Source: an optimization exercise on an open RTL-to-GDS flow (aim: small area). Production flows keep margins and buffers that such runs may drop.
Where RTL was checked, it was by simulation tests only, not by an equivalence proof against the original.
For runs 2 to 4, only the layout was checked, not whether the RTL still works.
Power is estimated from default activity; no workload was simulated.

==> flow/config.mk <==
export PLATFORM = sky130hd
export DESIGN_NAME = test_lcd_ctrl
export DESIGN_NICKNAME = test_lcd_ctrl
export VERILOG_FILES = /design/flow/design.v
export SDC_FILE = /design/flow/constraint.sdc
export NUM_CORES = 4
export LEC_CHECK = 0
export CAP_MARGIN = 20
export CORE_MARGIN = 2
export CORE_UTILIZATION = 40
export SLEW_MARGIN = 20
==> flow/constraint.sdc <==
create_clock -name core_clock -period 10.0 [get_ports {clk}]
set_input_delay 2.0000 -clock core_clock [delete_from_list [all_inputs] [get_ports {clk}]]
set_output_delay 2.0000 -clock core_clock [all_outputs]
set_load 0.01 [all_outputs]
==> flow/design.v <==
module test_lcd_ctrl(
    input wire clk, input wire rst, output wire redled, output wire dbg_l2, output wire dbg_l3, output wire dbg_l4,
    input wire pSetButton, input wire pAlarmButton, input wire pTimerToggle0, input wire pTimerToggle1,
    input wire pButton0, input wire pButton1, input wire pButton2,
    output wire RS, output wire E, output wire RW,
    output wire LCD_DB0,
    output wire LCD_DB1,
    output wire LCD_DB2,
    output wire LCD_DB3,
    output wire LCD_DB4,
    output wire LCD_DB5,
    output wire LCD_DB6,
    output wire LCD_DB7,
    output wire buzzer
);
    wire [6:0] pin = ~{pButton0, pButton1, pButton2, pSetButton, pAlarmButton, pTimerToggle0, pTimerToggle1};
    reg [3:0] bcnt;
    reg [6:0] smp;
    reg [6:0] rise;
    always @(posedge clk) begin
        if (rst) begin
            bcnt <= 0; smp <= 0; rise <= 0;
        end else if (bcnt == 4'd10) begin
            bcnt <= 0; smp <= pin; rise <= pin & ~smp;
        end else bcnt <= bcnt + 1'b1;
    end
    wire act = (bcnt == 4'd0);
    wire pul = (bcnt == 4'd1);
    wire b1 = pul & rise[6];
    wire b2 = pul & rise[5];
    wire b3 = pul & rise[4];
    reg [1:0] cm, tm;
    reg t12, alm_en, tmr_en;
    wire idle = (cm == 2'd0) && (tm == 2'd0);
    always @(posedge clk) begin
        if (rst) begin
            cm <= 0; tm <= 0; t12 <= 0; alm_en <= 0; tmr_en <= 0;
        end else if (act) begin
            if (rise[6] && idle) t12 <= ~t12;
            if (rise[5] && idle) alm_en <= ~alm_en;
            if (rise[4] && idle) tmr_en <= ~tmr_en;
            if (rise[1]) begin
                if (tm == 2'd0 && cm == 2'd0) tm <= 2'd1;
                if (tm == 2'd1 && cm == 2'd0) tm <= 2'd0;
            end
            if (rise[0]) begin
                if (tm == 2'd0 && cm == 2'd0) tm <= 2'd2;
                if (tm == 2'd2 && cm == 2'd0) tm <= 2'd0;
            end
            if (rise[3]) begin
                if (cm == 2'd0 && tm == 2'd0) cm <= 2'd1;
                else if (cm == 2'd1 && tm == 2'd0) cm <= 2'd3;
                else if (cm == 2'd3 && tm == 2'd0) cm <= 2'd0;
            end
            if (rise[2]) begin
                if (cm == 2'd0 && tm == 2'd0) cm <= 2'd2;
                if (cm == 2'd2 && tm == 2'd0) cm <= 2'd0;
            end
        end
    end
    assign redled = alm_en;
    assign dbg_l2 = tmr_en;
    assign dbg_l3 = tm[0];
    assign dbg_l4 = tm[1];
    reg [2:0] scr;
    always @(posedge clk) begin
        if (rst) scr <= 0;
        else if (tm == 2'd0) scr <= (cm == 2'd0) ? 3'd0 : (cm == 2'd1) ? 3'd1 : (cm == 2'd3) ? 3'd2 : 3'd3;
        else if (tm == 2'd1) scr <= 3'd4;
        else if (tm == 2'd2) scr <= 3'd5;
    end
    wire was_set = (scr != 3'd0);
    reg [9:0] dcnt;
    always @(posedge clk) begin
        if (rst || dcnt == 10'd999) dcnt <= 0;
        else dcnt <= dcnt + 1'b1;
    end
    wire tick = (dcnt == 10'd499);
    wire [1:0] ts_h1; wire [3:0] ts_h2; wire [2:0] ts_m1; wire [3:0] ts_m2; wire [2:0] ts_s1; wire [3:0] ts_s2;
    wire [1:0] as_h1; wire [3:0] as_h2; wire [2:0] as_m1; wire [3:0] as_m2; wire [2:0] as_s1; wire [3:0] as_s2;
    wire [1:0] rs_h1; wire [3:0] rs_h2; wire [2:0] rs_m1; wire [3:0] rs_m2; wire [2:0] rs_s1; wire [3:0] rs_s2;
    settime u_tset(.clk(clk), .rst(rst), .b1(b1), .b2(b2), .b3(b3), .en(cm == 2'd1), .first(!was_set),
        .h1(ts_h1), .h2(ts_h2), .m1(ts_m1), .m2(ts_m2), .s1(ts_s1), .s2(ts_s2));
    settime u_aset(.clk(clk), .rst(rst), .b1(b1), .b2(b2), .b3(b3), .en(cm == 2'd2), .first(!was_set),
        .h1(as_h1), .h2(as_h2), .m1(as_m1), .m2(as_m2), .s1(as_s1), .s2(as_s2));
    settime u_rset(.clk(clk), .rst(rst), .b1(b1), .b2(b2), .b3(b3), .en(tm == 2'd1), .first(!was_set),
        .h1(rs_h1), .h2(rs_h2), .m1(rs_m1), .m2(rs_m2), .s1(rs_s1), .s2(rs_s2));
    reg [7:0] hr;
    reg [2:0] mi1; reg [3:0] mi2;
    reg [2:0] se1; reg [3:0] se2;
    wire se59 = (se1 == 3'd5) && (se2 == 4'd9);
    wire mi59 = (mi1 == 3'd5) && (mi2 == 4'd9);
    always @(posedge clk) begin
        if (rst) begin
            hr <= 0; mi1 <= 0; mi2 <= 0; se1 <= 0; se2 <= 0;
        end else if (tick) begin
            if (cm == 2'd1) begin
                hr <= {2'b00, ts_h1, ts_h2};
                mi1 <= ts_m1; mi2 <= ts_m2; se1 <= ts_s1; se2 <= ts_s2;
            end else if (cm == 2'd0) begin
                if (se2 == 4'd9) begin
                    se2 <= 0;
                    se1 <= (se1 == 3'd5) ? 3'd0 : se1 + 1'b1;
                end else se2 <= se2 + 1'b1;
                if (se59) begin
                    if (mi2 == 4'd9) begin
                        mi2 <= 0;
                        mi1 <= (mi1 == 3'd5) ? 3'd0 : mi1 + 1'b1;
                    end else mi2 <= mi2 + 1'b1;
                    if (mi59) begin
                        if (hr == 8'h23) hr <= 8'h00;
                        else if (hr == 8'h09 || hr == 8'h19) hr <= {2'b00, hr[5:4] + 2'd1, 4'd0};
                        else hr <= hr + 1'b1;
                    end
                end
            end
        end
    end
    reg [1:0] th1; reg [3:0] th2; reg [2:0] tm1; reg [3:0] tm2; reg [2:0] ts1; reg [3:0] ts2;
    reg tbuz;
    wire ts00 = (ts1 == 3'd0) && (ts2 == 4'd0);
    wire tm00 = (tm1 == 3'd0) && (tm2 == 4'd0);
    wire th00 = (th1 == 2'd0) && (th2 == 4'd0);
    always @(posedge clk) begin
        if (rst) begin
            th1 <= 0; th2 <= 0; tm1 <= 0; tm2 <= 0; ts1 <= 0; ts2 <= 0; tbuz <= 0;
        end else if (tick) begin
            if (tm == 2'd1) begin
                th1 <= rs_h1; th2 <= rs_h2; tm1 <= rs_m1; tm2 <= rs_m2; ts1 <= rs_s1; ts2 <= rs_s2;
                tbuz <= 0;
            end else if (!tbuz) begin
                tbuz <= ts00 && tm00 && th00;
                if (ts2 == 4'd0) begin
                    ts2 <= 4'd9;
                    ts1 <= (ts1 == 3'd0) ? 3'd5 : ts1 - 1'b1;
                end else ts2 <= ts2 - 1'b1;
                if (ts00) begin
                    if (tm2 == 4'd0) begin
                        tm2 <= 4'd9;
                        tm1 <= (tm1 == 3'd0) ? 3'd5 : tm1 - 1'b1;
                    end else tm2 <= tm2 - 1'b1;
                    if (tm00 && !th00) begin
                        if (th2 == 4'd0) begin
                            th2 <= 4'd9;
                            th1 <= th1 - 1'b1;
                        end else th2 <= th2 - 1'b1;
                    end
                end
            end
        end
    end
    wire norm = (cm == 2'd0) && (tm == 2'd0);
    wire use_tmr = (tm == 2'd1) || (tm == 2'd2);
    wire [7:0] h24 = use_tmr ? {2'b00, th1, th2} : (cm == 2'd2) ? {2'b00, as_h1, as_h2} : hr;
    wire [7:0] mm = use_tmr ? {1'b0, tm1, tm2} : (cm == 2'd2) ? {1'b0, as_m1, as_m2} : {1'b0, mi1, mi2};
    wire [7:0] ss = use_tmr ? {1'b0, ts1, ts2} : (cm == 2'd2) ? {1'b0, as_s1, as_s2} : {1'b0, se1, se2};
    wire am_pm = (hr > 8'h11) && norm;
    wire [5:0] hsub = hr[5:0] - ((hr[5:1] == 5'b10000) ? 6'h18 : 6'h12);
    wire [5:0] h12 = ((hr == 8'h00) || (hr == 8'h12)) ? 6'h12 : (am_pm ? hsub : hr[5:0]);
    wire [7:0] hh = (t12 && norm) ? {2'b00, h12} : h24;
    reg [1:0] al_h1; reg [3:0] al_h2; reg [2:0] al_m1; reg [3:0] al_m2;
    reg ring;
    always @(posedge clk) begin
        if (rst) begin
            al_h1 <= 0; al_h2 <= 0; al_m1 <= 0; al_m2 <= 0; ring <= 0;
        end else begin
            if (cm == 2'd2) begin
                al_h1 <= hh[5:4]; al_h2 <= hh[3:0]; al_m1 <= mm[6:4]; al_m2 <= mm[3:0];
            end
            ring <= ({hh, mm} == {2'b00, al_h1, al_h2, 1'b0, al_m1, al_m2});
        end
    end
    assign buzzer = (ring && alm_en) || (tbuz && tmr_en);
    reg [1:0] dst;
    reg [1:0] sd_d1; reg [3:0] sd_d2; reg [1:0] sd_m1; reg [3:0] sd_m2; reg [3:0] sd_y1; reg [3:0] sd_y2; reg [2:0] sd_wd;
    wire dset = (cm == 2'd3);
    wire dclr = (scr != 3'd2);
    always @(posedge clk) begin
        if (rst) begin
            dst <= 0; sd_d1 <= 0; sd_d2 <= 0; sd_m1 <= 0; sd_m2 <= 0; sd_y1 <= 0; sd_y2 <= 0; sd_wd <= 0;
        end else if (dset) begin
            if (dclr) begin
                dst <= 0; sd_d1 <= 0; sd_d2 <= 0; sd_m1 <= 0; sd_m2 <= 0; sd_y1 <= 0; sd_y2 <= 0;
            end
            case (dst)
                2'd0: begin
                    if (b1) sd_d1 <= (sd_d1 == 2'd3) ? 2'd0 : sd_d1 + 1'b1;
                    if (b2) sd_d2 <= (sd_d2 == 4'd9) ? 4'd0 : sd_d2 + 1'b1;
                    if (b3) dst <= 2'd1;
                end
                2'd1: begin
                    if (b1) sd_m1 <= (sd_m1 == 2'd3) ? 2'd0 : sd_m1 + 1'b1;
                    if (b2) sd_m2 <= (sd_m2 == 4'd9) ? 4'd0 : sd_m2 + 1'b1;
                    if (b3) dst <= 2'd2;
                end
                2'd2: begin
                    if (b1) sd_y1 <= (sd_y1 == 4'd9) ? 4'd0 : sd_y1 + 1'b1;
                    if (b2) sd_y2 <= (sd_y2 == 4'd9) ? 4'd0 : sd_y2 + 1'b1;
                    if (b3) dst <= 2'd3;
                end
                default: begin
                    if (b1) sd_wd <= (sd_wd == 3'd6) ? 3'd0 : sd_wd + 1'b1;
                    if (b3) dst <= 2'd0;
                end
            endcase
        end
    end
    reg [5:0] day; reg [7:0] mon; reg [7:0] yr; reg [2:0] wd;
    reg p23, pd1, pm1, nday;
    wire nmon = (day == 6'h01) && !pd1;
    wire nyr = (mon == 8'h01) && !pm1;
    wire feb = (mon == 8'h02);
    wire m30 = (mon[7:5] == 3'd0) && ((mon[4:3] == 2'b00) ^ mon[0]);
    wire m31 = (mon[7:5] == 3'd0) && !m30;
    always @(posedge clk) begin
        if (rst) begin
            nday <= 0; p23 <= 0; pd1 <= 0; pm1 <= 0;
            day <= 0; mon <= 0; yr <= 0; wd <= 0;
        end else begin
            nday <= (hr == 8'h00) && p23;
            p23 <= (hr == 8'h23);
            pd1 <= (day == 6'h01);
            pm1 <= (mon == 8'h01);
            if (dset) begin
                yr <= {sd_y1, sd_y2}; mon <= {2'b00, sd_m1, sd_m2}; day <= {sd_d1, sd_d2}; wd <= sd_wd;
            end else begin
                if (nyr) begin
                    if (yr[3:0] == 4'h9) yr <= {yr[7:4] + 4'h1, 4'h0};
                    else yr <= yr + 1'b1;
                end
                if (nmon) begin
                    if (mon == 8'h12) mon <= 8'h01;
                    else if (mon == 8'h09) mon <= 8'h10;
                    else mon <= mon + 1'b1;
                end
                if (nday) begin
                    if (feb) begin
                        if (day == 6'h29) day <= 6'h01;
                        else if (day == 6'h28) day <= (yr[1:0] == 2'b00) ? 6'h29 : 6'h01;
                        else if (day[3:0] == 4'h9) day <= {day[5:4] + 2'h1, 4'h0};
                        else day <= day + 1'b1;
                    end else if (m30 || m31) begin
                        if (day == (m30 ? 6'h30 : 6'h31)) day <= 6'h01;
                        else if (day[3:0] == 4'h9) day <= {day[5:4] + 2'h1, 4'h0};
                        else day <= day + 1'b1;
                    end
                    wd <= (wd == 3'd6) ? 3'd0 : wd + 1'b1;
                end
            end
        end
    end
    wire[63:0] weekdays0 = {8'h45, 8'h53, 8'h46, 8'h54, 8'h57, 8'h54, 8'h4d, 8'h53};
    wire[63:0] weekdays1 = {8'h45, 8'h61, 8'h72, 8'h68, 8'h65, 8'h75, 8'h6f, 8'h75};
    wire[63:0] weekdays2 = {8'h45, 8'h74, 8'h69, 8'h75, 8'h64, 8'h65, 8'h6e, 8'h6e};
    wire[23:0] week_disp = {weekdays2[8*wd+:8], weekdays1[8*wd+:8], weekdays0[8*wd+:8]};
    wire[79:0] date_disp = {
               {4'b0011, yr[3:0]}, {4'b0011, yr[7:4]},
                8'h30,                  8'h32,
        8'h2d, {4'b0011, mon[3:0]}, {4'b0011, mon[7:4]},
        8'h2d, {4'b0011, day[3:0]}, {2'b00, 2'b11, 2'b00, day[5:4]}
    };
    wire[71:0] time_disp = {
        8'h20, {4'b0011, ss[3:0]}, {4'b0011, ss[7:4]},
        8'h3a, {4'b0011, mm[3:0]}, {4'b0011, mm[7:4]},
        8'h3a, {4'b0011, hh[3:0]}, {4'b0011, hh[7:4]}
    };
    wire [7:0] timerChar = tmr_en ? 8'h01 : 8'h20;
    wire [7:0] alarmChar = alm_en ? 8'h00 : 8'h20;
    reg [127:0] lineA;
    always @(*) begin
        case (scr)
            3'd0: lineA = { alarmChar, timerChar, week_disp[23:0], 8'h2c, date_disp[79:0] };
            3'd1: lineA = { {8{8'h20}}, 64'h656d6954_20746553 };
            3'd2: lineA = { {8{8'h20}}, 64'h65746144_20746553 };
            3'd3: lineA = { {7{8'h20}}, 72'h6d72616c41_20746553 };
            3'd4: lineA = { {7{8'h20}}, 72'h72656d6954_20746553 };
            3'd5: lineA = { {11{8'h20}}, 40'h72656d6954 };
            default: lineA = 128'b0;
        endcase
    end
    wire [127:0] lineB = (scr == 3'd2) ? { 8'h20, week_disp[23:0], 8'h20, date_disp[79:0], 8'h20 } :
                         (t12 && scr == 3'd0) ? { {2{8'h20}}, 8'h4d, am_pm ? 8'h50 : 8'h41, time_disp[71:0], {3{8'h20}} } :
                         { {3{8'h20}}, time_disp[71:0], {4{8'h20}} };
    reg [4:0] wcnt;
    reg [5:0] idx;
    reg sub, ib;
    reg rE, rRS;
    reg [7:0] rDB;
    wire intr = (wcnt == 5'd0);
    reg [8:0] ient;
    always @(*) begin
        case (idx[4:0])
            5'd0: ient = 9'h038;
            5'd1: ient = 9'h00c;
            5'd2: ient = 9'h006;
            5'd3: ient = 9'h040;
            5'd4: ient = 9'h104;
            5'd5: ient = 9'h10e;
            5'd6: ient = 9'h10e;
            5'd7: ient = 9'h10e;
            5'd8: ient = 9'h11f;
            5'd9: ient = 9'h100;
            5'd10: ient = 9'h104;
            5'd11: ient = 9'h100;
            5'd12: ient = 9'h048;
            5'd13: ient = 9'h11f;
            5'd14: ient = 9'h11f;
            5'd15: ient = 9'h111;
            5'd16: ient = 9'h11b;
            5'd17: ient = 9'h11b;
            5'd18: ient = 9'h11b;
            5'd19: ient = 9'h11f;
            5'd20: ient = 9'h11f;
            default: ient = 9'h000;
        endcase
    end
    wire [4:0] posA = idx[4:0] - 5'd1;
    wire [5:0] posB = idx - 6'd18;
    wire [8:0] dent = (idx == 6'd0) ? 9'h080 : (idx == 6'd17) ? 9'h0c0 :
                      (idx < 6'd17) ? {1'b1, lineA[8*posA[3:0] +: 8]} : {1'b1, lineB[8*posB[3:0] +: 8]};
    always @(posedge clk) begin
        if (rst) begin
            wcnt <= 5'd22; idx <= 0; sub <= 0; ib <= 0;
            rE <= 0; rRS <= 0; rDB <= 0;
        end else begin
            if (intr) begin
                sub <= ~sub;
                if (!ib) begin
                    if (sub && idx == 6'd20) begin
                        ib <= 1; idx <= 0; wcnt <= 5'd21;
                    end else begin
                        if (sub) idx <= idx + 1'b1;
                        wcnt <= 5'd22;
                    end
                end else begin
                    if (sub) idx <= (idx == 6'd33) ? 6'd0 : idx + 1'b1;
                    wcnt <= rRS ? 5'd9 : 5'd21;
                end
            end else wcnt <= wcnt - 1'b1;
            if (sub) rE <= 0;
            else begin
                rE <= 1;
                {rRS, rDB} <= ib ? dent : ient;
            end
        end
    end
    assign E = rE;
    assign RS = rRS;
    assign RW = 1'b0;
    assign {LCD_DB7, LCD_DB6, LCD_DB5, LCD_DB4, LCD_DB3, LCD_DB2, LCD_DB1, LCD_DB0} = rDB;
endmodule
module settime (
    input wire clk, input wire rst,
    input wire b1, input wire b2, input wire b3,
    input wire en, input wire first,
    output reg [1:0] h1, output reg [3:0] h2,
    output reg [2:0] m1, output reg [3:0] m2,
    output reg [2:0] s1, output reg [3:0] s2
);
    reg [1:0] st;
    always @(posedge clk) begin
        if (rst) begin
            st <= 0; h1 <= 0; h2 <= 0; m1 <= 0; m2 <= 0; s1 <= 0; s2 <= 0;
        end else if (en) begin
            if (first) begin
                st <= 0; h1 <= 0; h2 <= 0; m1 <= 0; m2 <= 0; s1 <= 0; s2 <= 0;
            end else begin
                case (st)
                    2'd0: begin
                        if (b1) h1 <= (h1 == 2'd2) ? 2'd0 : h1 + 1'b1;
                        if (b2) h2 <= (h2 == 4'd9) ? 4'd0 : h2 + 1'b1;
                        if (b3) st <= 2'd1;
                    end
                    2'd1: begin
                        if (b1) m1 <= (m1 == 3'd5) ? 3'd0 : m1 + 1'b1;
                        if (b2) m2 <= (m2 == 4'd9) ? 4'd0 : m2 + 1'b1;
                        if (b3) st <= 2'd2;
                    end
                    default: begin
                        if (b1) s1 <= (s1 == 3'd5) ? 3'd0 : s1 + 1'b1;
                        if (b2) s2 <= (s2 == 4'd9) ? 4'd0 : s2 + 1'b1;
                        if (b3) st <= 2'd0;
                    end
                endcase
            end
        end
    end
endmodule
==> flow/run.sh <==
#!/bin/bash
# synth_recipe.tcl (not shown) runs the flow's synth.tcl, then flattens the netlist and writes it again
# the make line also repeats each setting of config.mk as NAME=value (left out here)
make -C /OpenROAD-flow-scripts/flow DESIGN_CONFIG=/design/flow/config.mk WORK_HOME=/design/flow/orfs CLKGATE_MAP_FILE= SYNTH_SCRIPT=/design/flow/synth_recipe.tcl finish
==> results of run 1 <==
==> stage by stage <==
step,worst slack (ns),std cells,hold WS (ns)
2_1_floorplan,6.30,2129,0.421
3_3_place_gp,4.94,2559,0.427
3_5_place_dp,4.85,2559,0.434
4_1_cts,4.86,2612,0.439
5_1_grt,4.32,2612,0.454
6_report,4.70,2612,0.438
==> where the power goes <==
part,internal (mW),switching [mW],leakage (nW)
registers,0.986,0.00774,1.99
logic,0.0157,0.0326,3.60
clock network,0.652,0.460,0.492
total,1.65,0.500,6.08
==> cell usage after synthesis, drive strengths merged, types with 16 or more instances <==
master | number | area [µm²]
a211oi | 42 | 320
a21oi | 175 | 876
a22oi | 32 | 240
a31oi | 27 | 169
and2 | 16 | 100
and3 | 17 | 106
buf | 16 | 67.6
clkbuf | 129 | 484
dfxtp | 246 | 4920
ha | 70 | 876
inv | 72 | 270
mux2 | 19 | 214
mux2i | 49 | 490
nand2 | 207 | 780
nand2b | 29 | 181
nand3 | 67 | 335
nand4 | 22 | 138
nor2 | 256 | 961
nor2b | 29 | 181
nor3 | 65 | 325
nor4 | 17 | 134
o211ai | 22 | 165
o21ai | 152 | 761
o31ai | 17 | 128
xnor2 | 37 | 324
xor2 | 25 | 219
==> how the worst min path moves through the flow <==
stage / from / endpoint / cells after the start
2_1_floorplan: smp[0] / rise[0] / 1
3_3_place_gp: smp[4] / rise[4] / 1
3_5_place_dp: smp[6] / rise[6] / 1
4_1_cts: smp[2] / rise[2] / 1
5_1_grt: smp[4] / rise[4] / 1
6_report: smp[6] / rise[6] / 1
==> flip-flops by register name (all words and copies together) (netlist names), 6 cells and up <==
name / cells
day: 6
mon: 8
ient: 8
yr: 8
idx: 6
smp: 7
hr: 8
rise: 7
rDB: 8
dcnt: 10
==> routing by layer <==
| layer | up-vias | GRT usage, % | wire length (µm) |
|---|---|---|---|
| met1 | 7466 | 33.0 | 23000 |
| met3 | 121 | 3.57 | 3300 |
| met4 | 0 | 8.75 | 1770 |
| met2 | 562 | 36.0 | 21800 |
| met5 | - | 0 | 0 |
| li1 | 7644 | - | - |
==> worst reg2reg max path, stage by stage, from the launching register on <==
cell	delay (ns)
dfxtp_2	0.32
buf_4	0.55
clkinv_1	0.98
ha_1	1.23
inv_1	0.44
o31a_1	0.44
nor2_1	0.19
inv_1	0.09
ha_1	0.33
mux2_2	0.34
a22oi_1	0.19
a22oi_1	0.09
==> cell type report <==
type,count,area (µm²),area share [%]
Clock buffer,41,861,4.88
Clock inverter,12,138,0.780
Inverter,74,278,1.58
Multi-Input combinational cell,1664,10300,58.6
Sequential cell,246,4930,27.9
Tap cell,525,657,3.72
Timing Repair Buffer,50,434,2.46
==> cell usage in the layout (no fill, tap or decap), types with 10 or more instances in the layout <==
| master | count |
|---|---|
| clkbuf_16 | 29 |
| xnor2_1 | 37 |
| o211ai_1 | 22 |
| or4_1 | 11 |
| mux2_2 | 19 |
| a311oi_1 | 13 |
| and3_1 | 17 |
| inv_1 | 71 |
| nand4_1 | 22 |
| dfxtp_1 | 245 |
| nor4_1 | 14 |
| a221oi_1 | 14 |
| or3_1 | 14 |
| a211oi_1 | 41 |
| a22o_1 | 10 |
| a22oi_1 | 32 |
| xor2_1 | 25 |
| a211o_1 | 10 |
| nor2b_1 | 29 |
| a31oi_1 | 27 |
| nand2b_1 | 29 |
| mux2i_1 | 49 |
| nand3_1 | 67 |
| and2_1 | 15 |
| nand2_1 | 206 |
| a21o_1 | 13 |
| clkdlybuf4s50_1 | 22 |
| nor2_1 | 256 |
| nor3_1 | 64 |
| nand3b_1 | 14 |
| a21oi_1 | 175 |
| o31ai_1 | 17 |
| ha_1 | 67 |
| buf_4 | 27 |
| o21ai_0 | 151 |
==> logic make-up (layout without fill, tap and decap cells) <==
logic type	Yosys count	count (layout)	synth area share, %
simple gates	827	827	25.3
compound gates	636	636	25.6
flops	246	246	30.6
buf+inv	219	177	5.16
fa+ha+maj	70	70	5.45
mux	68	68	4.38
xor+xnor	62	62	3.38
other cells	1	1	0.0233
==> impl_results.md, run 1 <==
- Outcome: timing/DRC/antenna clean
- Initial antenna violation count: 0
- Final Hold Viols: 0
- Gpl congestion: 0.955
- Critical Path AT: 5.76 ns
- Top Family by Delay on Critical Path: buffers and inverters
- Crit path cell chain: buf_4 -> clkinv_1 -> ha_1 -> inv_1 -> o31a_1 -> nor2_1 -> inv_1 -> ha_1 -> mux2_2 -> a22oi_1 -> a22oi_1
- Ys flop type: dfxtp_1
- TritonCTS buffer count: 29
- Ys async rst share: 0%
- Post-synthesis net count: 2208
- Setup Buffers After CTS: 0
- Height of the die: 204 µm
- Worst slew pin tran: 1.04 ns
- Clock latency (worst-skew pair): 0.59 ns
- Yosys reg bits: 246
- Crit-path max cell delay: 1.22 ns
- R2r endpoint: ient[3]
- Reg clk slew, reported paths: 0.06 ns
- Effective utilization at floorplan: 40.5%
- Syn Inst Count: 2129
- Hold_buf cts: 0
- Register area share after synthesis: 30.6%
- PostCTS Resize Cnt: 0
- Critical Path Start: idx[0]
- Worst hold path class: reg2reg
- Worst EP required: 10.46 ns
- Final net count: 2144
- Stages on worst setup path: 11
- ANT nets after route: 0
- Final Instance Area: 17600 µm²
- # setup viols final: 0
- EDFF count, synth: 0
- Slew margin rel.: 29.8%
- Critical path capture point type: flop
- Post-Syn Area: 16100 µm²
- Reg2Reg Launch Point: idx[0]
- Clock Skew: 0.0199 ns
- Yosys cell types: 84
- Drt total wl: 49.9 mm
- Initial DRC count: 1354
- F_max: 0.189 GHz
- Total number of vias: 15800
- Drt wl/cell: 19.1 µm
- P&R area growth vs syn: 9.72%
- PwrDens: 122 nW/µm²
- Overall power: 2.15 mW
- Crit Path Class: reg2reg
- Final Slew Violations: 0
- Synth Warn #: 2
- Pleak: 6.08 nW
- Fillers: 4017
- Crit path launch type: flop
- RSZ-0062 raised after global routing: no
- R2R setup slack: 4.70 ns
- Cell depth of the worst flop-to-flop path: 11
- Layout cell share with drive strength beyond 1: 6.28%
- Overall routing resource usage: 23.4%
- CTS root buf: clkbuf_16
- Max_cap viols: 0
- Number of clock sinks: 246
- Port buffer count: 23
- Setup TNS: 0 ns
- Rows: 73
- First-pass GRT wire length: 79.4 mm
- Fin util: 44.4%
- Final cycle utilization of the critical path: 53.0%
- Max clock buf depth: 3
- Largest net degree at the start of global routing: 90
- H-tree depth: 1
- Die width: 204 µm
- Max FO, Critical Path: 71
- # DRC: 0
- CTS tree: built
- Ant diodes: 0
- Grt ovf: 0
- Pre-antenna DRT Iters: 8
- Detail Placement HPWL: 35.1 mm
- Max IR drop VDD: 127 µV
- Slowest cell on crit path: ha_1
- Vias in the first global route: 14400
- Die area: 41800 µm²
- Buf/Inv on CP: 4
- Area post-placement: 16600 µm²
- Vias per inst: 6.05
- Final min period: 5.30 ns
- Setup crit end: ient[3]
- Avg Cell Area, Syn: 7.55 µm²
- Top Ports: 25
- Total core area: 39700 µm²
==> inputs of run 2 (changes only) <==
--- a/flow/design.v
+++ b/flow/design.v
@@ -78,11 +78,13 @@
     wire tick = (dcnt == 10'd499);
     wire [1:0] ts_h1; wire [3:0] ts_h2; wire [2:0] ts_m1; wire [3:0] ts_m2; wire [2:0] ts_s1; wire [3:0] ts_s2;
+    wire [1:0] as_st;
     wire [1:0] as_h1; wire [3:0] as_h2; wire [2:0] as_m1; wire [3:0] as_m2; wire [2:0] as_s1; wire [3:0] as_s2;
     wire [1:0] rs_h1; wire [3:0] rs_h2; wire [2:0] rs_m1; wire [3:0] rs_m2; wire [2:0] rs_s1; wire [3:0] rs_s2;
-    settime u_tset(.clk(clk), .rst(rst), .b1(b1), .b2(b2), .b3(b3), .en(cm == 2'd1), .first(!was_set),
+    settime u_tset(.clk(clk), .rst(rst), .b1(b1), .b2(b2), .b3(b3), .en(cm == 2'd1), .first(!was_set), .ld(1'b0), .ldv(13'd0), .st(),
         .h1(ts_h1), .h2(ts_h2), .m1(ts_m1), .m2(ts_m2), .s1(ts_s1), .s2(ts_s2));
     settime u_aset(.clk(clk), .rst(rst), .b1(b1), .b2(b2), .b3(b3), .en(cm == 2'd2), .first(!was_set),
+        .ld(cm == 2'd2 && tm != 2'd0), .ldv({hh[5:0], mm[6:0]}), .st(as_st),
         .h1(as_h1), .h2(as_h2), .m1(as_m1), .m2(as_m2), .s1(as_s1), .s2(as_s2));
-    settime u_rset(.clk(clk), .rst(rst), .b1(b1), .b2(b2), .b3(b3), .en(tm == 2'd1), .first(!was_set),
+    settime u_rset(.clk(clk), .rst(rst), .b1(b1), .b2(b2), .b3(b3), .en(tm == 2'd1), .first(!was_set), .ld(1'b0), .ldv(13'd0), .st(),
         .h1(rs_h1), .h2(rs_h2), .m1(rs_m1), .m2(rs_m2), .s1(rs_s1), .s2(rs_s2));
     reg [7:0] hr;
@@ -159,14 +161,13 @@
     wire [5:0] h12 = ((hr == 8'h00) || (hr == 8'h12)) ? 6'h12 : (am_pm ? hsub : hr[5:0]);
     wire [7:0] hh = (t12 && norm) ? {2'b00, h12} : h24;
-    reg [1:0] al_h1; reg [3:0] al_h2; reg [2:0] al_m1; reg [3:0] al_m2;
+    wire [12:0] ahm = {as_h1, as_h2, as_m1, as_m2};
+    reg chg;
     reg ring;
     always @(posedge clk) begin
         if (rst) begin
-            al_h1 <= 0; al_h2 <= 0; al_m1 <= 0; al_m2 <= 0; ring <= 0;
+            chg <= 0; ring <= 0;
         end else begin
-            if (cm == 2'd2) begin
-                al_h1 <= hh[5:4]; al_h2 <= hh[3:0]; al_m1 <= mm[6:4]; al_m2 <= mm[3:0];
-            end
-            ring <= ({hh, mm} == {2'b00, al_h1, al_h2, 1'b0, al_m1, al_m2});
+            chg <= was_set ? ((b1 | b2) & !as_st[1]) : (ahm != 13'd0);
+            ring <= (cm == 2'd2 && tm == 2'd0 && was_set) ? !chg : ({hh, mm} == {2'b00, as_h1, as_h2, 1'b0, as_m1, as_m2});
         end
     end
@@ -250,45 +251,16 @@
         end
     end
-    wire[63:0] weekdays0 = {8'h45, 8'h53, 8'h46, 8'h54, 8'h57, 8'h54, 8'h4d, 8'h53};
-    wire[63:0] weekdays1 = {8'h45, 8'h61, 8'h72, 8'h68, 8'h65, 8'h75, 8'h6f, 8'h75};
-    wire[63:0] weekdays2 = {8'h45, 8'h74, 8'h69, 8'h75, 8'h64, 8'h65, 8'h6e, 8'h6e};
-    wire[23:0] week_disp = {weekdays2[8*wd+:8], weekdays1[8*wd+:8], weekdays0[8*wd+:8]};
-    wire[79:0] date_disp = {
-               {4'b0011, yr[3:0]}, {4'b0011, yr[7:4]},
-                8'h30,                  8'h32,
-        8'h2d, {4'b0011, mon[3:0]}, {4'b0011, mon[7:4]},
-        8'h2d, {4'b0011, day[3:0]}, {2'b00, 2'b11, 2'b00, day[5:4]}
-    };
-    wire[71:0] time_disp = {
-        8'h20, {4'b0011, ss[3:0]}, {4'b0011, ss[7:4]},
-        8'h3a, {4'b0011, mm[3:0]}, {4'b0011, mm[7:4]},
-        8'h3a, {4'b0011, hh[3:0]}, {4'b0011, hh[7:4]}
-    };
-    wire [7:0] timerChar = tmr_en ? 8'h01 : 8'h20;
-    wire [7:0] alarmChar = alm_en ? 8'h00 : 8'h20;
-    reg [127:0] lineA;
-    always @(*) begin
-        case (scr)
-            3'd0: lineA = { alarmChar, timerChar, week_disp[23:0], 8'h2c, date_disp[79:0] };
-            3'd1: lineA = { {8{8'h20}}, 64'h656d6954_20746553 };
-            3'd2: lineA = { {8{8'h20}}, 64'h65746144_20746553 };
-            3'd3: lineA = { {7{8'h20}}, 72'h6d72616c41_20746553 };
-            3'd4: lineA = { {7{8'h20}}, 72'h72656d6954_20746553 };
-            3'd5: lineA = { {11{8'h20}}, 40'h72656d6954 };
-            default: lineA = 128'b0;
-        endcase
-    end
-    wire [127:0] lineB = (scr == 3'd2) ? { 8'h20, week_disp[23:0], 8'h20, date_disp[79:0], 8'h20 } :
-                         (t12 && scr == 3'd0) ? { {2{8'h20}}, 8'h4d, am_pm ? 8'h50 : 8'h41, time_disp[71:0], {3{8'h20}} } :
-                         { {3{8'h20}}, time_disp[71:0], {4{8'h20}} };
     reg [4:0] wcnt;
-    reg [5:0] idx;
+    reg ln;
+    reg [3:0] pos;
+    reg cmdf;
     reg sub, ib;
     reg rE, rRS;
     reg [7:0] rDB;
     wire intr = (wcnt == 5'd0);
+    wire [4:0] lp = {ln, pos};
     reg [8:0] ient;
     always @(*) begin
-        case (idx[4:0])
+        case (lp)
             5'd0: ient = 9'h038;
             5'd1: ient = 9'h00c;
@@ -315,11 +287,81 @@
         endcase
     end
-    wire [4:0] posA = idx[4:0] - 5'd1;
-    wire [5:0] posB = idx - 6'd18;
-    wire [8:0] dent = (idx == 6'd0) ? 9'h080 : (idx == 6'd17) ? 9'h0c0 :
-                      (idx < 6'd17) ? {1'b1, lineA[8*posA[3:0] +: 8]} : {1'b1, lineB[8*posB[3:0] +: 8]};
+    wire dlay = ln ? (scr == 3'd2) : (scr == 3'd0);
+    wire t12l = t12 && (scr == 3'd0);
+    wire [3:0] qd = pos - {3'd0, ln};
+    wire [3:0] qt = pos + {3'd0, t12l};
+    reg [7:0] wk0, wk1, wk2;
+    always @(*) begin
+        case (wd)
+            3'd0: begin wk0 = 8'h53; wk1 = 8'h75; wk2 = 8'h6e; end
+            3'd1: begin wk0 = 8'h4d; wk1 = 8'h6f; wk2 = 8'h6e; end
+            3'd2: begin wk0 = 8'h54; wk1 = 8'h75; wk2 = 8'h65; end
+            3'd3: begin wk0 = 8'h57; wk1 = 8'h65; wk2 = 8'h64; end
+            3'd4: begin wk0 = 8'h54; wk1 = 8'h68; wk2 = 8'h75; end
+            3'd5: begin wk0 = 8'h46; wk1 = 8'h72; wk2 = 8'h69; end
+            3'd6: begin wk0 = 8'h53; wk1 = 8'h61; wk2 = 8'h74; end
+            default: begin wk0 = 8'h45; wk1 = 8'h45; wk2 = 8'h45; end
+        endcase
+    end
+    reg [7:0] chr;
+    always @(*) begin
+        chr = 8'h20;
+        if (dlay) begin
+            case (qd)
+                4'd0: chr = {6'b001100, day[5:4]};
+                4'd1: chr = {4'h3, day[3:0]};
+                4'd2, 4'd5: chr = 8'h2d;
+                4'd3: chr = {4'h3, mon[7:4]};
+                4'd4: chr = {4'h3, mon[3:0]};
+                4'd6: chr = 8'h32;
+                4'd7: chr = 8'h30;
+                4'd8: chr = {4'h3, yr[7:4]};
+                4'd9: chr = {4'h3, yr[3:0]};
+                4'd10: chr = ln ? 8'h20 : 8'h2c;
+                4'd11: chr = wk0;
+                4'd12: chr = wk1;
+                4'd13: chr = wk2;
+                4'd14: chr = ln ? 8'h20 : (tmr_en ? 8'h01 : 8'h20);
+                default: chr = ln ? 8'h20 : (alm_en ? 8'h00 : 8'h20);
+            endcase
+        end else if (ln) begin
+            case (qt)
+                4'd4: chr = {4'h3, hh[7:4]};
+                4'd5: chr = {4'h3, hh[3:0]};
+                4'd6, 4'd9: chr = 8'h3a;
+                4'd7: chr = {4'h3, mm[7:4]};
+                4'd8: chr = {4'h3, mm[3:0]};
+                4'd10: chr = {4'h3, ss[7:4]};
+                4'd11: chr = {4'h3, ss[3:0]};
+                4'd13: chr = t12l ? (am_pm ? 8'h50 : 8'h41) : 8'h20;
+                4'd14: chr = t12l ? 8'h4d : 8'h20;
+                default: chr = 8'h20;
+            endcase
+        end else if (scr == 3'd5) begin
+            case (pos)
+                4'd0: chr = 8'h54;
+                4'd1: chr = 8'h69;
+                4'd2: chr = 8'h6d;
+                4'd3: chr = 8'h65;
+                4'd4: chr = 8'h72;
+                default: chr = 8'h20;
+            endcase
+        end else begin
+            case (pos)
+                4'd0: chr = 8'h53;
+                4'd1: chr = 8'h65;
+                4'd2: chr = 8'h74;
+                4'd4: chr = (scr == 3'd1) ? 8'h54 : (scr == 3'd2) ? 8'h44 : (scr == 3'd3) ? 8'h41 : 8'h54;
+                4'd5: chr = (scr == 3'd1) ? 8'h69 : (scr == 3'd2) ? 8'h61 : (scr == 3'd3) ? 8'h6c : 8'h69;
+                4'd6: chr = (scr == 3'd1) ? 8'h6d : (scr == 3'd2) ? 8'h74 : (scr == 3'd3) ? 8'h61 : 8'h6d;
+                4'd7: chr = (scr == 3'd1) ? 8'h65 : (scr == 3'd2) ? 8'h65 : (scr == 3'd3) ? 8'h72 : 8'h65;
+                4'd8: chr = (scr == 3'd3) ? 8'h6d : (scr == 3'd4) ? 8'h72 : 8'h20;
+                default: chr = 8'h20;
+            endcase
+        end
+    end
     always @(posedge clk) begin
         if (rst) begin
-            wcnt <= 5'd22; idx <= 0; sub <= 0; ib <= 0;
+            wcnt <= 5'd22; ln <= 0; pos <= 0; cmdf <= 0; sub <= 0; ib <= 0;
             rE <= 0; rRS <= 0; rDB <= 0;
         end else begin
@@ -327,12 +369,18 @@
                 sub <= ~sub;
                 if (!ib) begin
-                    if (sub && idx == 6'd20) begin
-                        ib <= 1; idx <= 0; wcnt <= 5'd21;
+                    if (sub && lp == 5'd20) begin
+                        ib <= 1; ln <= 0; pos <= 0; cmdf <= 1; wcnt <= 5'd21;
                     end else begin
-                        if (sub) idx <= idx + 1'b1;
+                        if (sub) {ln, pos} <= lp + 1'b1;
                         wcnt <= 5'd22;
                     end
                 end else begin
-                    if (sub) idx <= (idx == 6'd33) ? 6'd0 : idx + 1'b1;
+                    if (sub) begin
+                        if (cmdf) cmdf <= 0;
+                        else begin
+                            {ln, pos} <= lp + 1'b1;
+                            if (pos == 4'd15) cmdf <= 1;
+                        end
+                    end
                     wcnt <= rRS ? 5'd9 : 5'd21;
                 end
@@ -341,5 +389,5 @@
             else begin
                 rE <= 1;
-                {rRS, rDB} <= ib ? dent : ient;
+                {rRS, rDB} <= !ib ? ient : cmdf ? {2'b01, ln, 6'd0} : {1'b1, chr};
             end
         end
@@ -354,12 +402,15 @@
     input wire b1, input wire b2, input wire b3,
     input wire en, input wire first,
+    input wire ld, input wire [12:0] ldv,
+    output reg [1:0] st,
     output reg [1:0] h1, output reg [3:0] h2,
     output reg [2:0] m1, output reg [3:0] m2,
     output reg [2:0] s1, output reg [3:0] s2
 );
-    reg [1:0] st;
     always @(posedge clk) begin
         if (rst) begin
             st <= 0; h1 <= 0; h2 <= 0; m1 <= 0; m2 <= 0; s1 <= 0; s2 <= 0;
+        end else if (ld) begin
+            {h1, h2, m1, m2} <= ldv;
         end else if (en) begin
             if (first) begin
--- a/flow/config.mk
+++ b/flow/config.mk
@@ -6,6 +6,8 @@
 export NUM_CORES = 4
 export LEC_CHECK = 0
+export ABC_AREA = 1
 export CAP_MARGIN = 20
 export CORE_MARGIN = 2
 export CORE_UTILIZATION = 40
+export CTS_BUF_LIST = sky130_fd_sc_hd__clkbuf_4
 export SLEW_MARGIN = 20
==> impl_results.md, run 2 <==
- Rows: 70
- CTS tree: built
- Total core area: 36600 µm²
- EDFF count, synth: 0
- WHS Endpoint: nday
- Drt total wl: 42.3 mm
- Layout cell share with drive strength beyond 1: 8.80%
- Post-synth top area share: 31.5%
- # DRC: 0
- Final Slew Violations: 0
- F_max: 0.246 GHz
- Overall routing resource usage: 22.0%
- Vias per inst: 5.31
- Synth Warn #: 2
- Critical Path AT: 2.06 ns
- Most common cell after layout, fill and taps aside: nand2_1
- Largest net degree at the start of global routing: 82
- Yosys reg bits: 234
- Max clock buf depth: 3
- Syn Inst Count: 2272
- Max FO, Critical Path: 4
- Drt wl/cell: 14.9 µm
- ANT nets after route: 0
- Crit path launch type: flop
- Die width: 197 µm
- Ys async rst share: 0%
- Final net count: 2392
- Reg2Reg Launch Point: tm[1]
- Number of clock sinks: 234
- Hold_sp: p23
- Worst slew pin tran: 1.01 ns
- Top Ports: 25
- Port buffer count: 23
- Yosys cell types: 62
- Height of the die: 197 µm
- Initial antenna violation count: 1
- Top post-synthesis cells by area: dfxtp_1, nand2_1, inv_1
- Avg Cell Area, Syn: 6.54 µm²
- Total number of vias: 15000
- Post-synthesis net count: 2349
- RSZ-0062 raised after global routing: no
- Hold_buf cts: 0
- Clock latency (worst-skew pair): 0.70 ns
- Post-Syn Area: 14900 µm²
- PostCTS Resize Cnt: 0
- Worst hold path class: reg2reg
- Commonest non-fill, non-tap cells in the layout: nand2_1, inv_1, nor2_1
- Final std cells w/o fill: 2833
- Final Hold Viols: 0
- Cell depth of the worst flop-to-flop path: 14
- Detail Placement HPWL: 30.7 mm
- H-tree depth: 3
- Fin util: 44.7%
- Ys flop type: dfxtp_1
- Most instantiated cells after synthesis: nand2_1, inv_1, nor2_1
- CTS root buf: clkbuf_4
- Outcome: timing/DRC/antenna clean
- Synth area leader: dfxtp_1
- Max reg flops: 10
- P&R area growth vs syn: 10.2%
- Register area share after synthesis: 31.5%
- Final min period: 4.06 ns
- Pleak: 6.68 nW
- Vias in the first global route: 14200
- # setup viols final: 0
- TritonCTS buffer count: 70
- Max IR drop VDD: 100 µV
- Setup TNS: 0 ns
- Max_cap viols: 0
- Worst EP required: 8.00 ns
- Dpl cells: 2711
- Worst hold path cell count: 2
- Setup Buffers After CTS: 0
- R2R setup slack: 6.69 ns
- Reg clk slew, reported paths: 0.06 ns
- Initial DRC count: 1114
- Gpl congestion: 0.930
- Effective utilization at floorplan: 40.6%
- R2r endpoint: rDB[0]
- Slew margin rel.: 32.8%
- First-pass GRT wire length: 69.9 mm
- Top reg by flops: dcnt
- Crit Path Class: reg2out
- Pre-antenna DRT Iters: 5
- Die area: 38700 µm²
- Grt ovf: 0
- PwrDens: 118 nW/µm²
- Most frequent cell after synthesis: nand2_1
- Clock Skew: 0.0264 ns
- Critical path capture point type: primary output
- Final cycle utilization of the critical path: 40.6%
==> run 2: cell types whose count changed in the layout (fill, tap and decap cells not counted), moves of 31 or more <==
cell	change
xnor2_1	-31
nor3_1	-39
nand2_1	+308
clkbuf_4	+102
nand3_1	+104
inv_1	+215
mux2i_1	-49
==> run 2: per-stage QoR <==
step | worst slack (ns) | power [mW] | hold slack, ns | instance area [µm²]
5_1_grt | 5.78 | 2.02 | 0.459 | 16400
3_3_place_gp | 5.91 | 1.01 | 0.414 | 15500
4_1_cts | 5.83 | 1.96 | 0.426 | 16400
6_report | 5.94 | 1.93 | 0.422 | 16400
2_1_floorplan | 6.76 | 0.990 | 0.410 | 14900
3_5_place_dp | 5.84 | 1.01 | 0.425 | 15500
==> run 2: how the worst max path moves through the flow <==
stage | from | endpoint | slack [ns] | cells past startpoint
3_3_place_gp | rst | ient[0] | 5.91 | 9
6_report | tmr_en | buzzer | 5.94 | 3
3_5_place_dp | rst | ient[0] | 5.84 | 9
4_1_cts | tmr_en | buzzer | 5.83 | 3
2_1_floorplan | rst | ient[0] | 6.76 | 8
5_1_grt | tmr_en | buzzer | 5.78 | 3
==> run 2: cell type report <==
type	count	area (µm²)
inverter	305	1150
fill	3909	20200
clock inverter	19	129
antenna	1	2.50
sequential	234	4680
timing repair buffer	30	280
tap	468	586
multi-input combinational	1674	8770
clock buffer	102	766
==> run 2: critical path: stages (launching register included) <==
cell and delay [ns]:
dfxtp_1 0.37, inv_1 0.13, o21ai_0 0.26, clkdlybuf4s50_1 0.60
==> run 2: logic make-up after synthesis <==
logic type                 after synthesis  synth area share, %
and+or+nand+nor                       1075                 31.8
AOI/OAI and AO/OA                      508                 19.9
buffers and inverters                  364                 9.47
DFF                                    234                 31.5
adders and majority gates               68                 5.73
xor gates and xnor gates                22                 1.55
other                                    1               0.0252
==> run 2: routing by layer <==
metal	up-vias	part of all wire [%]	wire length, µm	global-route usage [%]
li1	7689	-	-	-
met1	6857	45	19200	28.1
met2	386	46	19500	36.9
met3	103	5.2	2190	3.83
met4	0	3.5	1460	9.13
met5	-	0	0	0
==> run 2: report_power, final <==
part / switching [mW] / leakage [nW] / internal [mW]
Sequential: 0.00344 / 1.89 / 0.937
Clock: 0.428 / 0.534 / 0.517
Combinational: 0.0315 / 4.26 / 0.0134
==> inputs of run 3 (changes only) <==
--- a/flow/config.mk
+++ b/flow/config.mk
@@ -9,5 +9,6 @@
 export CAP_MARGIN = 20
 export CORE_MARGIN = 2
-export CORE_UTILIZATION = 40
-export CTS_BUF_LIST = sky130_fd_sc_hd__clkbuf_4
+export CORE_UTILIZATION = 60
+export CTS_BUF_LIST = sky130_fd_sc_hd__clkbuf_2
+export CTS_CLUSTER_SIZE = 20
 export SLEW_MARGIN = 20
==> impl_results.md, run 3 <==
- PwrDens: 107 nW/µm²
- Effective utilization at floorplan: 61.1%
- Worst EP required: 8.00 ns
- Synth area leader: dfxtp_1
- Final Instance Area: 15900 µm²
- Critical Path AT: 2.28 ns
- Max_cap viols: 0
- Crit Path Class: reg2out
- Reg clk slew, reported paths: 0.09 ns
- Top reg by flops: dcnt
- Worst hold path cell count: 1
- Hold_buf cts: 0
- CTS tree: built
- Pleak: 6.61 nW
- Drt wl/cell: 15.1 µm
- Max FO, Critical Path: 4
- Clock latency (worst-skew pair): 0.85 ns
- Most frequent cell after synthesis: nand2_1
- Commonest non-fill, non-tap cells in the layout: nand2_1, inv_1, nor2_1
- Worst slew pin tran: 1.11 ns
- Critical Path Start: tmr_en
- Die width: 161 µm
- Synth Warn #: 2
- Crit path launch type: flop
- Height of the die: 161 µm
- ANT nets after route: 0
- Final Hold Viols: 0
- H-tree depth: 3
- Detail Placement HPWL: 29.0 mm
- Vias in the first global route: 14200
- RSZ-0062 raised after global routing: no
- EDFF count, synth: 0
- Post-synthesis net count: 2349
- CTS root buf: clkbuf_2
- Overall routing resource usage: 31.1%
- Ys flop type: dfxtp_1
- Cell depth of the worst flop-to-flop path: 13
- Overall power: 1.70 mW
- Largest net degree at the start of global routing: 89
- Final cycle utilization of the critical path: 42.8%
- F_max: 0.233 GHz
- Pre-antenna DRT Iters: 6
- Setup TNS: 0 ns
- Final min period: 4.28 ns
- TritonCTS buffer count: 67
- Dpl cells: 2568
- # setup viols final: 0
- Final net count: 2390
- Total number of vias: 15100
- Slew margin rel.: 26.3%
- Final Slew Violations: 0
- Top Ports: 25
- Number of clock sinks: 234
- # DRC: 0
- Syn Inst Count: 2272
- Post-Syn Area: 14900 µm²
- Ys async rst share: 0%
- Clock Skew: 0.0757 ns
- P&R area growth vs syn: 6.94%
- Setup Buffers After CTS: 0
- Max clock buf depth: 3
- R2R setup slack: 6.71 ns
- Worst hold path class: reg2reg
- Post-synth top area share: 31.5%
- Gpl congestion: 0.950
- Top post-synthesis cells by area: dfxtp_1, nand2_1, inv_1
- Max IR drop VDD: 78.3 µV
- Area post-placement: 15300 µm²
- PostCTS Resize Cnt: 0
- Initial antenna violation count: 2
- Yosys reg bits: 234
- R2r endpoint: ring
- Layout cell share with drive strength beyond 1: 8.62%
- Port buffer count: 23
- Critical path capture point type: primary output
- Max reg flops: 10
- Grt ovf: 0
- Register area share after synthesis: 31.5%
- Avg Cell Area, Syn: 6.54 µm²
- Initial DRC count: 1121
- Die area: 26000 µm²
- Final std cells w/o fill: 2680
- Outcome: timing/DRC/antenna clean
- Reg2Reg Launch Point: tm[1]
- Most common cell after layout, fill and taps aside: nand2_1
- Rows: 57
- Drt total wl: 40.5 mm
- Yosys cell types: 62
- First-pass GRT wire length: 67.3 mm
- Most instantiated cells after synthesis: nand2_1, inv_1, nor2_1
- Setup crit end: buzzer
- Vias per inst: 5.64
- Total core area: 24300 µm²
[run 3: cell counts after synthesis]
Identical to the previous run, type by type.
[run 3: power breakdown]
group          internal, mW  leakage [nW]  total, mW  switching, mW
registers             0.936          1.89      0.939        0.00335
logic                0.0134          4.27     0.0446         0.0312
clock network         0.308         0.459      0.719          0.411
total                  1.26          6.61       1.70          0.446
[run 3: area by class of cell]
cell class | instances | area [µm²]
multi-input cells | 1674 | 8770
fillers | 2364 | 8430
flip-flops and latches | 234 | 4680
inverters | 305 | 1150
clock buffers | 98 | 490
well taps | 324 | 405
repair buffers | 31 | 288
clock inverters | 12 | 97.6
diodes | 2 | 5.00
[run 3: through the flow]
| stage | setup WS, ns | utilization (%) | hold WS [ns] |
|---|---|---|---|
| after global placement | 6.09 | 62.9 | 0.426 |
| final | 5.72 | 65.3 | 0.447 |
| after CTS | 5.71 | 65.3 | 0.450 |
| after global routing | 5.64 | 65.3 | 0.467 |
| after detailed placement | 6.09 | 62.9 | 0.439 |
| after floorplan | 6.76 | - | 0.410 |
[run 3: kinds of logic after synthesis]
logic type	Yosys count	synth area share (%)
simple gates	1075	31.8
other cells	1	0.0252
fa+ha+maj	68	5.73
buf+inv	364	9.47
xor+xnor	22	1.55
compound gates	508	19.9
flops	234	31.5
[run 3: layer usage]
| layer | vias up | GRT usage (%) | share of wire, % |
|---|---|---|---|
| met4 | 0 | 13.4 | 3.4 |
| met5 | - | 0 | 0 |
| met1 | 6923 | 39.3 | 44 |
| met2 | 437 | 52.5 | 47 |
| li1 | 7672 | - | - |
| met3 | 82 | 5.34 | 5.8 |
[run 3: how the worst min path moves through the flow]
stage / start / to
final: smp[2] / rise[2]
after global routing: smp[2] / rise[2]
after CTS: smp[2] / rise[2]
after detailed placement: p23 / nday
after global placement: dcnt[0] / dcnt[0]
after floorplan: p23 / nday
[run 3: worst max-delay path, stage by stage (launching register included)]
cell	delay, ns
dfxtp_1	0.38
inv_1	0.13
o21ai_0	0.37
clkdlybuf4s50_1	0.61
==> inputs of run 4 (changes only) <==
--- a/flow/design.v
+++ b/flow/design.v
@@ -20,11 +20,11 @@
     always @(posedge clk) begin
         if (rst) begin
-            bcnt <= 0; smp <= 0; rise <= 0;
-        end else if (bcnt == 4'd10) begin
-            bcnt <= 0; smp <= pin; rise <= pin & ~smp;
-        end else bcnt <= bcnt + 1'b1;
+            bcnt <= 4'd1; smp <= 0; rise <= 0;
+        end else if (bcnt == 4'd7) begin
+            bcnt <= 4'd1; smp <= pin; rise <= pin & ~smp;
+        end else bcnt <= {bcnt[2:0], bcnt[3] ^ bcnt[2]};
     end
-    wire act = (bcnt == 4'd0);
-    wire pul = (bcnt == 4'd1);
+    wire act = (bcnt == 4'd1);
+    wire pul = (bcnt == 4'd2);
     wire b1 = pul & rise[6];
     wire b2 = pul & rise[5];
@@ -73,8 +73,8 @@
     reg [9:0] dcnt;
     always @(posedge clk) begin
-        if (rst || dcnt == 10'd999) dcnt <= 0;
-        else dcnt <= dcnt + 1'b1;
+        if (rst || dcnt == 10'd982) dcnt <= 10'd1;
+        else dcnt <= {dcnt[8:0], dcnt[9] ^ dcnt[6]};
     end
-    wire tick = (dcnt == 10'd499);
+    wire tick = (dcnt == 10'd502);
     wire [1:0] ts_h1; wire [3:0] ts_h2; wire [2:0] ts_m1; wire [3:0] ts_m2; wire [2:0] ts_s1; wire [3:0] ts_s2;
     wire [1:0] as_st;
==> flow/flow/run.sh (new file) <==
#!/bin/bash
# Layout flow: the standard synthesis, then the combinational logic between
# the flip-flops re-mapped by ABC for area (flip-flops, their names and cells
# untouched; the result is proved equivalent before it is used), then the
# standard floorplan, placement, CTS (without dummy loads), routing and finish.
# Each tool's output goes to a log file of its own in this folder.
set -euo pipefail
W=$(pwd)
F=$W/flow
R=$W/orfs/results/${FLOW_PLATFORM}/test_lcd_ctrl/base
LIB=$FLOW_HOME/platforms/${FLOW_PLATFORM}/lib/sky130_fd_sc_hd__tt_025C_1v80.lib
YOSYS=$FLOW_HOME/../tools/install/yosys/bin/yosys
[[ -x $YOSYS ]] || YOSYS=$(command -v yosys)

bash standard.sh synth > $W/log_1_standard_synth.txt 2>&1

cp $R/1_2_yosys.v $W/synth_std.v
DU=""
for c in $(grep -oE "sky130_fd_sc_hd__(probe|lpflow)[a-z0-9_]*" $FLOW_HOME/platforms/${FLOW_PLATFORM}/config.mk | sort -u); do
  DU="$DU -dont_use $c"
done
echo "module sky130_fd_sc_hd__dfxtp_1(input CLK, input D, output Q); endmodule" > $W/ff_stub.v
cat > $W/resyn1.ys <<EOS
read_liberty -ignore_miss_func $LIB
read_verilog $W/synth_std.v
delete sky130_fd_sc_hd__dfxtp_1
read_verilog -lib $W/ff_stub.v
hierarchy -top $FLOW_TOP
flatten
opt -purge
abc -liberty $LIB $DU -script +strash;&get,-n;&deepsyn,-T,${DEEPSYN_T:-60};&put;dch,-f;map,-a;
opt_clean -purge
write_verilog -noattr -nohex -nodec $W/resyn_mid.v
EOS
cat > $W/resyn2.ys <<EOS
read_liberty -lib $LIB
read_verilog $W/resyn_mid.v
hierarchy -top $FLOW_TOP
splitnets
opt_clean -purge
hilomap -singleton -hicell sky130_fd_sc_hd__conb_1 HI -locell sky130_fd_sc_hd__conb_1 LO
insbuf -buf sky130_fd_sc_hd__buf_2 A X
check -assert -mapped
tee -o $W/resyn_stat.txt stat -liberty $LIB
write_verilog -noattr -nohex -nodec $W/synth_resyn.v
EOS
cat > $W/equiv.ys <<EOS
read_liberty -ignore_miss_func $LIB
read_verilog $W/std_cut.v
rename $FLOW_TOP gold
read_verilog $W/resyn_cut.v
rename $FLOW_TOP gate
hierarchy -check
flatten gold gate
opt_clean gold gate
miter -equiv -flatten -make_assert gold gate miter
hierarchy -top miter
sat -verify -prove-asserts miter
EOS
use=0
if $YOSYS -q $W/resyn1.ys > $W/log_2_resyn1.txt 2>&1 \
   && $YOSYS -q $W/resyn2.ys > $W/log_3_resyn2.txt 2>&1 \
   && python3 $F/cutff.py $W/synth_std.v $W/std_cut.v $W/ff_std.txt > $W/log_4_cut.txt 2>&1 \
   && python3 $F/cutff.py $W/synth_resyn.v $W/resyn_cut.v $W/ff_resyn.txt >> $W/log_4_cut.txt 2>&1 \
   && cmp -s $W/ff_std.txt $W/ff_resyn.txt \
   && [[ $(grep -c "sky130_fd_sc_hd__df" $W/synth_std.v) == $(grep -c "sky130_fd_sc_hd__df" $W/synth_resyn.v) ]] \
   && $YOSYS -q $W/equiv.ys > $W/log_5_equiv.txt 2>&1; then
  use=1
fi
echo "resynthesised netlist used: $use" | tee $W/log_6_choice.txt
if [[ $use == 1 ]]; then
  cp $W/synth_resyn.v $R/1_2_yosys.v
  rm -f $R/1_synth.odb $R/1_synth.sdc
fi

# CTS without dummy loads; the clustering settings are in cts_args.txt
export CTS_ARGS="$(cat $F/cts_args.txt)"
bash standard.sh finish > $W/log_7_standard_finish.txt 2>&1
==> flow/flow/cts_args.txt (new file) <==
-sink_clustering_enable -repair_clock_nets -dont_use_dummy_load -sink_clustering_size 20 -sink_clustering_max_diameter 60 -buf_list {sky130_fd_sc_hd__clkbuf_8}
==> flow/flow/cutff.py (new file) <==
import re, sys
# cut dfxtp flops of a flat netlist into ports, keyed by instance name
src = open(sys.argv[1]).read()
pat = re.compile(r'sky130_fd_sc_hd__dfxtp_\d+\s+(\\\S+|\S+)\s*\(\s*\.CLK\(([^()]*)\),\s*\.D\(([^()]*)\),\s*\.Q\(([^()]*)\)\s*\);', re.S)
flops = {}
def rep(m):
    name, clk, d, q = m.group(1), m.group(2), m.group(3).strip(), m.group(4).strip()
    flops[name] = (d, q)
    return ''
body = pat.sub(rep, src)
names = sorted(flops)
idx = {n: i for i, n in enumerate(names)}
key = open(sys.argv[3], 'w') if len(sys.argv) > 3 else None
ports = []
decl = []
for n in names:
    i = idx[n]; d, q = flops[n]
    ports += ['ffq_%d' % i, 'ffd_%d' % i]
    decl.append('  input ffq_%d;\n  output ffd_%d;\n  assign %s = ffq_%d;\n  assign ffd_%d = %s ;\n' % (i, i, q, i, i, d))
    if key: key.write('%d %s\n' % (i, n))
m = re.search(r'module\s+test_lcd_ctrl\s*\(', body)
body = body[:m.end()] + ' ' + ', '.join(ports) + ', ' + body[m.end():]
e = body.index(');', m.end()) + 2
body = body[:e] + '\n' + ''.join(decl) + body[e:]
open(sys.argv[2], 'w').write(body)
print(len(names), 'flops cut')
==> flow/standard.sh (new file) <==
#!/bin/bash
# synth_recipe.tcl (not shown) runs the flow's synth.tcl, then flattens the netlist and writes it again
# the make line also repeats each setting of config.mk as NAME=value (left out here)
make -C /OpenROAD-flow-scripts/flow DESIGN_CONFIG=/design/flow/config.mk WORK_HOME=/design/flow/orfs CLKGATE_MAP_FILE= SYNTH_SCRIPT=/design/flow/synth_recipe.tcl "${@:-finish}"
--- a/flow/config.mk
+++ b/flow/config.mk
@@ -9,6 +9,4 @@
 export CAP_MARGIN = 20
 export CORE_MARGIN = 2
-export CORE_UTILIZATION = 60
-export CTS_BUF_LIST = sky130_fd_sc_hd__clkbuf_2
-export CTS_CLUSTER_SIZE = 20
+export CORE_UTILIZATION = 65
 export SLEW_MARGIN = 20
removed: flow/run.sh
==> impl_results.md, run 4 <==
- Reg clk slew, reported paths: 0.12 ns
- Die width: 137 µm
- Gpl congestion: 1.01
- Max IR drop VDD: 138 µV
- First-pass GRT wire length: 53.3 mm
- RSZ-0062 raised after global routing: no
- CTS tree: built
- Avg Cell Area, Syn: 6.83 µm²
- Overall power: 1.55 mW
- Pleak: 4.01 nW
- Post-synthesis net count: 1690
- Pre-antenna DRT Iters: 5
- Final std cells w/o fill: 1954
- Most Crowded Layer GR: met2
- Grt met2 use: 53.7%
- Commonest non-fill, non-tap cells in the layout: clkinv_1, nor2_1, dfxtp_1
- ANT nets after route: 0
- Number of clock sinks: 234
- # DRC: 0
- Crit Path Class: reg2reg
- Hold_buf cts: 0
- Initial antenna violation count: 0
- Fin util: 71.1%
- Total number of vias: 11900
- Most common cell after layout, fill and taps aside: clkinv_1
- Effective utilization at floorplan: 66.4%
- TritonCTS buffer count: 19
- Final Hold Viols: 0
- Max FO, Critical Path: 6
- # setup viols final: 0
- Ant diodes: 0
- Drt total wl: 33.2 mm
- Critical path capture point type: flop
- Clock latency (worst-skew pair): 0.56 ns
- Final cycle utilization of the critical path: 47.8%
- Critical Path AT: 5.19 ns
- PwrDens: 126 nW/µm²
- GR Util met1: 52.9%
- Final net count: 1740
- Post-Syn Area: 11500 µm²
- Slew margin rel.: 37.5%
- F_max: 0.209 GHz
- Die area: 18700 µm²
- Rows: 48
- Worst hold slack: 0.427 ns
- Worst EP required: 10.41 ns
- Worst slew pin tran: 0.934 ns
- Max reg flops: 10
- Initial DRC count: 1245
- Port buffer count: 23
- Total core area: 17300 µm²
- Final Slew Violations: 0
- Dpl cells: 1935
- P&R area growth vs syn: 7.11%
- Largest net degree at the start of global routing: 42
- Syn Inst Count: 1681
- Crit path launch type: flop
- CTS root buf: clkbuf_8
- Max clock buf depth: 3
- Drt wl/cell: 17.0 µm
- Grt ovf: 0
- PostCTS Resize Cnt: 0
- Setup Buffers After CTS: 0
- Final min period: 4.78 ns
- Synth Warn #: 2
- Layout cell share with drive strength beyond 1: 2.02%
- Top Ports: 25
- Height of the die: 137 µm
- Outcome: timing/DRC/antenna clean
- Vias per inst: 6.07
- Top reg by flops: dcnt
- GR Util met3: 6.33%
- Vias in the first global route: 10600
- Max_cap viols: 0
- H-tree depth: 1
- Clock Skew: 0.0853 ns
- Worst hold path class: reg2reg
- Setup TNS: 0 ns
- Overall routing resource usage: 35.8%
- Detail Placement HPWL: 25.7 mm
==> run 4: metal layers <==
metal	up-vias	wire length [µm]
met1	5424	15000
met2	543	13900
met4	0	948
li1	5814	-
met5	-	0
met3	76	3290
==> run 4: worst paths after layout <==
kind,to,start,slack (ns),cells after the start
setup / recovery,hr[7],dcnt[6],5.22,24
hold / removal,dcnt[8],dcnt[7],0.43,2
setup reg to reg,hr[7],dcnt[6],5.22,24
hold reg to reg,dcnt[8],dcnt[7],0.43,2
==> run 4: cell type report <==
class / count / area [µm²]
multi-input combinational: 1136 / 5630
fill: 1531 / 5000
sequential: 234 / 4680
inverter: 310 / 1160
tap: 225 / 282
timing repair buffer: 30 / 278
clock buffer: 19 / 262
==> run 4: metrics by stage <==
step / setup WS (ns) / instance area [µm²]
final: 5.22 / 12300
after global routing: 4.58 / 12300
after CTS: 5.29 / 12300
after detailed placement: 4.81 / 12000
after global placement: 4.95 / 12000
after floorplan: 5.73 / 11500
==> run 4: worst max-delay path: stages, from the launching register on <==
cell and delay [ns]:
dfxtp_1 0.36, clkinv_1 0.11, nor4_1 0.28, nand2_1 0.15
nor3_1 0.20, clkinv_1 0.20, nor2_1 0.35, clkinv_1 0.18
nor2_1 0.21, clkinv_1 0.12, nor3_1 0.26, nand4_1 0.16
nor2_1 0.16, nor2_1 0.09, nor3_1 0.22, clkinv_1 0.15
nor2_1 0.25, o2111ai_1 0.14, nand2_1 0.12, clkinv_1 0.10
nor2_1 0.17, clkinv_1 0.12, nor3_1 0.27, o21ai_0 0.12
a21oi_1 0.13
==> run 4: power by group <==
group          switching [mW]  leakage [nW]  internal (mW)
Clock                   0.292         0.137          0.171
Combinational          0.0843          1.98         0.0392
Sequential             0.0156          1.89          0.948

## afterwards: timing with drivers on the ports
No port has a modelled driver above. Below, the same layouts with a new extraction and two added sets of constraints. Step 1, drivers: a clkbuf_16 drives clk and a buf_2 each remaining input, both assumed. Step 2 moves the port delays by t, midway between the first and last clock arrival at a register: inputs arrive t later, outputs are due t later. That takes back most of the time a late clock gives input paths. a / b / c = no drivers / after step 1 / after step 2; a / b = the first two.
run	t, ns	setup slack, ns	hold slack, ns	worst register clock-pin slew, ns
run 1	0.632	4.701 / 4.701 / 4.701	0.438 / 0.438 / 0.438	0.07 / 0.07
run 2	0.739	5.938 / 5.888 / 5.841	0.422 / 0.422 / 0.422	0.08 / 0.08
run 3	0.854	5.715 / 5.674 / 6.064	0.447 / 0.447 / 0.447	0.12 / 0.12
run 4	0.561	5.223 / 5.223 / 4.749	0.427 / 0.427 / 0.427	0.12 / 0.12
After both steps setup and hold are still met in every run listed. For run 4, which loses most, drivers alone change the setup slack by 0.000 ns; drivers and shift together by -0.474 ns.
